What follows belongs to an exercise in optimizing a design on an open flow for small area, a short achievable clock period and few clock cycles; a production flow would make more cautious choices.
In this exercise RTL edits were held to simulation tests only and were not proved equivalent to the original.
Power is estimated from default activity; no workload was simulated.

Design CHIP, start of the top module:
module CHIP (	clk,
                rst_n,
                mem_read_D,
                mem_write_D,
                mem_addr_D,
                mem_wdata_D,
                mem_rdata_D,
                mem_ready_D,
                mem_read_I,
                mem_write_I,
                mem_addr_I,
                mem_wdata_I,
                mem_rdata_I,
                mem_ready_I,
                DCACHE_addr,
                DCACHE_wdata,
                DCACHE_wen
            );
For scale: ~15000 cells after synthesis, about 640 I/O pins, about 210000 sq um of cells after synthesis.
export LEC_CHECK = 0
export CAP_MARGIN = 20
export CORE_MARGIN = 2
export CORE_UTILIZATION = 45
export PLACE_DENSITY = 0.6
export SLEW_MARGIN = 20
export SETUP_SLACK_MARGIN = 7.5
create_clock -name core_clock -period 12.0 [get_ports {clk}]
standard.sh (not shown) runs the stock make flow with config.mk's settings and CLKGATE_MAP_FILE= SYNTH_SCRIPT=/design/flow/synth_recipe.tcl, a recipe that flattens the netlist after the stock synthesis.
==> flow/flow/run.sh <==
#!/bin/bash
set -euo pipefail
cd "$(dirname "$0")/.."
echo "export SETUP_SLACK_MARGIN = 7.5" >> config.mk
bash standard.sh > standard.log 2>&1
Testbench counts at the start, summed over its fixed seeds: cycles 155,788.
Then changed:
--- a/flow/design.v
+++ b/flow/design.v
@@ -390,22 +390,20 @@
                 pv <= 1'b1; pdone <= 1'b0; prd <= m_rd; pword <= m_word;
             end else if (p_kill | p_wr) begin
                 pv <= 1'b0; pdone <= 1'b0;
             end else if (pv & ~pdone & fill_now) begin
                 pdone <= 1'b1;
                 pdata <= swap(mem_rdata_D[pword*32 +: 32]);
             end
         end
     end
-    reg rst_q;
-    always @(posedge clk) rst_q <= rst_n;
     always @(posedge clk) begin
-        if (!rst_q) begin
+        if (!rst_n) begin
             for (i = 1; i < 32; i = i + 1) regs[i] <= 32'd0;
         end else if (p_wr) begin
             if (prd != 5'd0) regs[prd] <= pdata;
         end else if (w_we && w_rd != 5'd0) begin
             regs[w_rd] <= w_data;
         end
     end
     always @(posedge clk) begin
         if (!rst_n) begin
Design area is lower slightly.
Maximum frequency grows slightly.
Register-to-register slack improves by 0.06 ns.
Total power hardly moves.
Worst setup slack improves by 0.058 ns.
Via count barely changes.
Routed wire length shrinks slightly.
Global-route usage goes down by 0.26 points.
Clock power barely changes.
Worst hold slack improves by 0.034 ns.
Synthesized area hardly moves.
Sequential share of layout area rises by 0.97 points.
Clock skew came out higher by 0.031 ns.
Die area hardly moves.
Testbench counts after the change, summed over its fixed seeds: cycles 155,788.

v15:
CHIP, a different RTL version from the one above (not shown whole).
Size: roughly 4,200 flip-flops, ~640 I/O pins, ~210,000 um^2 of cells after synthesis.
// CHIP
module CHIP (	clk,
                rst_n,
                mem_read_D,
                mem_write_D,
                mem_addr_D,
                mem_wdata_D,
                mem_rdata_D,
                mem_ready_D,
                mem_read_I,
                mem_write_I,
                mem_addr_I,
                mem_wdata_I,
                mem_rdata_I,
                mem_ready_I,
                DCACHE_addr,
                DCACHE_wdata,
                DCACHE_wen
            );
export LEC_CHECK = 0
export CAP_MARGIN = 20
export CORE_MARGIN = 2
export CORE_UTILIZATION = 45
export PLACE_DENSITY = 0.6
export SLEW_MARGIN = 20
export SETUP_SLACK_MARGIN = 7.5
create_clock -name core_clock -period 12.0 [get_ports {clk}]
Scripts as last shown in full above: flow/flow/run.sh
v15 completed end to end with timing, DRC and antenna clean.
Testbench counts of v15, summed over its fixed seeds: cycles 158,552.
--- input diff v15..v23 ---
--- a/flow/design.v
+++ b/flow/design.v
@@ -169,13 +169,13 @@
     wire [29:0] j_tgt  = d_pc + imm_j;
     wire [29:0] pc4    = d_pc + 30'd1;
     wire [31:0] r1 = (rs1 == 5'd0) ? 32'd0 : (w_we && w_rd == rs1) ? w_data : regs[rs1];
     wire [31:0] r2 = (rs2 == 5'd0) ? 32'd0 : (w_we && w_rd == rs2) ? w_data : regs[rs2];
     wire ld_use = d_valid & e_load & (e_rd != 5'd0) &
                   ((use1 & (rs1 == e_rd)) | (use2 & (rs2 == e_rd)));
-    wire pred   = is_br & ((rs1 == rs2) ? ~f3[0] : (d_ins[31] | f3[0]));    
+    wire pred   = is_br & d_ins[31];     
     assign id_jump = d_valid & (is_jal | pred);
     assign id_redirect = d_valid & (is_jal | pred) & ~ld_use & ~freeze & ~ex_redirect;
     wire [29:0] id_target = is_jal ? j_tgt : br_tgt;
     wire m1 = e_we & (e_rd != 5'd0) & (e_rd == rs1);
     wire w1 = m_we & (m_rd != 5'd0) & (m_rd == rs1);
     wire m2 = e_we & (e_rd != 5'd0) & (e_rd == rs2);
@@ -271,30 +271,28 @@
         for (i = 0; i < ND; i = i + 1) if (dh[i]) hidx = hidx | i[NB-1:0];
     end
     wire          eng_idle  = ~est[0] & ~est[1];
     wire          vdirty    = dv[vptr] & dd[vptr];
     wire [NB-1:0] vptr1     = vptr + 1'b1;
     wire          cln_sel   = ~vdirty;
-    reg  [NB-1:0] cfind, cptr;
+    reg  [NB-1:0] cptr;
     integer j;
     always @(*) begin
-        cfind = vptr;
+        cptr = vptr;
         for (j = ND-1; j >= 0; j = j - 1)
-            if (dv[vptr + j[NB-1:0]] & dd[vptr + j[NB-1:0]]) cfind = vptr + j[NB-1:0];
+            if (dv[vptr + j[NB-1:0]] & dd[vptr + j[NB-1:0]]) cptr = vptr + j[NB-1:0];
     end
-    always @(posedge clk) cptr <= cfind;
     wire          cdirty    = dv[cptr] & dd[cptr];
-    reg           blk;
     wire          alloc_ok  = ~vdirty & (eng_idle | (eline != vptr));
     wire          fill_now  = est[0] & mem_ready_D;
-    wire          st_wbhit  = (est[1] & dh[eline]) | fill_now;
+    wire          st_wbhit  = (est[1] | fill_now) & dh[eline];
     wire          ld_fwd    = est[0] & mem_ready_D & dh[eline] & ~wvalid;
     assign freeze = (m_load & ~(taghit & wvalid) & ~ld_fwd) |
-                    (m_store & (taghit ? st_wbhit : (~alloc_ok | fill_now)));
+                    (m_store & (taghit ? st_wbhit : ~alloc_ok));
     wire          st_hit    = m_store & taghit & ~st_wbhit;
-    wire          st_alloc  = m_store & ~taghit & alloc_ok & ~fill_now;
+    wire          st_alloc  = m_store & ~taghit & alloc_ok;
     wire          ld_alloc  = m_load & ~taghit & alloc_ok & eng_idle;
     wire          ld_fill   = m_load & taghit & ~wvalid & eng_idle;
     reg  [127:0] dline;
     always @(*) begin
         dline = 128'd0;
         for (i = 0; i < ND; i = i + 1) dline = dline | ({128{dh[i]}} & ddat[i]);
@@ -307,34 +305,33 @@
     reg  [127:0] ewdata;
     assign mem_addr_D  = eaddr;
     assign mem_wdata_D = ewdata;
     assign DCACHE_wen   = m_store;
     assign DCACHE_addr  = st_addr;
     assign DCACHE_wdata = st_val;
-    always @(posedge clk) blk <= rst_n & freeze & (m_load | m_store) & ~taghit & vdirty;
     integer k;
     always @(posedge clk) begin
         if (!rst_n) begin
             dv <= {ND{1'b0}};
             dd <= {ND{1'b0}};
             vptr <= {NB{1'b0}};
             est <= 2'd0;
             eline <= {NB{1'b0}};
         end else begin
             case (est)
             2'd0: begin
                 if (ld_fill) begin
-                    est <= 2'd1; eline <= hidx;
+                    est <= 2'd1; eline <= hidx; eaddr <= m_line;
                 end else if (ld_alloc) begin
-                    est <= 2'd1; eline <= vptr;
-                end else if (cdirty & ((~m_load & ~m_store) | (blk & vdirty))) begin
+                    est <= 2'd1; eline <= vptr; eaddr <= m_line;
+                end else if (cdirty & ~(m_store & dh[cptr]) & ~(st_alloc & cln_sel)) begin
                     est    <= (dm[cptr] == 4'hf) ? 2'd2 : 2'd1;
                     eline  <= cptr;
+                    eaddr  <= dtag[cptr];
+                    ewdata <= ddat[cptr];
                 end
-                eaddr  <= (m_load & ~(blk & vdirty)) ? m_line : dtag[cptr];
-                ewdata <= ddat[cptr];
             end
             2'd1: if (mem_ready_D) begin
                 est <= 2'd0;
                 dm[eline] <= 4'hf;
             end
             default: if (mem_ready_D) begin
@@ -357,13 +354,13 @@
     end
     wire [ND-1:0] st_line = ({ND{st_hit}} & dh) | ({ND{st_alloc}} & ({{(ND-1){1'b0}}, 1'b1} << vptr));
     always @(posedge clk) begin
         for (i = 0; i < ND; i = i + 1)
             for (k = 0; k < 4; k = k + 1)
                 if ((fill_now & (eline == i) & ~dm[i][k]) | (st_line[i] & (m_word == k)))
-                    ddat[i][k*32 +: 32] <= fill_now ? mem_rdata_D[k*32 +: 32] : st_val;
+                    ddat[i][k*32 +: 32] <= (fill_now & (eline == i)) ? mem_rdata_D[k*32 +: 32] : st_val;
     end
     always @(posedge clk) begin
         if (!rst_n) begin
             w_we <= 1'b0;
         end else if (!freeze) begin
             w_we   <= m_we;
Results
met2 global-route usage ends up higher on v23. A cell at the slowest stage of the critical path of sky130_fd_sc_hd__a21oi_2 is what v15 shows, while sky130_fd_sc_hd__a2111oi_4 belongs to v23. In the reports for v15 and v23, the larger via density per instance belongs to v23. Changes observed in v23 relative to v15: cell count after synthesis rose by about 20%; number of clock sinks neither gained nor lost much; longest individual stage delay on the worst path went down; via count went up. Compared with v15, placement density in the core of v23 is higher. v23 against v15: met3 routed wirelength +29,000 um, worst-case reg-to-reg path depth saw a decrease, switching share of total power now larger, wire length of the first global-routing pass higher. The cell area after placement in v23 sits about 4% above the value recorded for v15. Compared with v15, v23 improves internal reg-to-reg setup slack. Worst-path maximum fanout, v15 and v23, higher one = v15.
Testbench counts of v23, summed over its fixed seeds: cycles 158,834.

==> static timing again, ports no longer ideal <==
Ports are ideal in the flow. The routed layouts listed here were re-timed in OpenROAD.
Step 1, drivers: a clkbuf_16 drives clk and a buf_2 each remaining input, both assumed.
Step 2, shift: input delay + t, output delay - t, t = (earliest + latest rising clock arrival at the registers) / 2. This alone moves slack from input paths to output paths.
Three values: no drivers, after step 1, after step 2; two values: the first two.
run | t (ns) | slack for setup (ns) | worst setup path after step 2 | latest minus earliest clock arrival (ns) | pins driven straight from the clock port
the first run of note 1 | 1.164 | 7.149 / 7.149 / 6.321 | input to register | 0.080 / 0.080 | 1
the second run of note 1 | 1.158 | 7.207 / 7.207 / 6.312 | input to register | 0.124 / 0.124 | 1
v15 | 1.151 | 7.234 / 7.234 / 6.275 | input to register | 0.144 / 0.145 | 1
v23 | 1.198 | 7.268 / 7.268 / 6.134 | input to register | 0.115 / 0.114 | 1
After both steps setup and hold are still met in every run listed. The setup slack of v23, which loses most, moves by 0.000 ns with the drivers and by -1.134 ns with both steps.
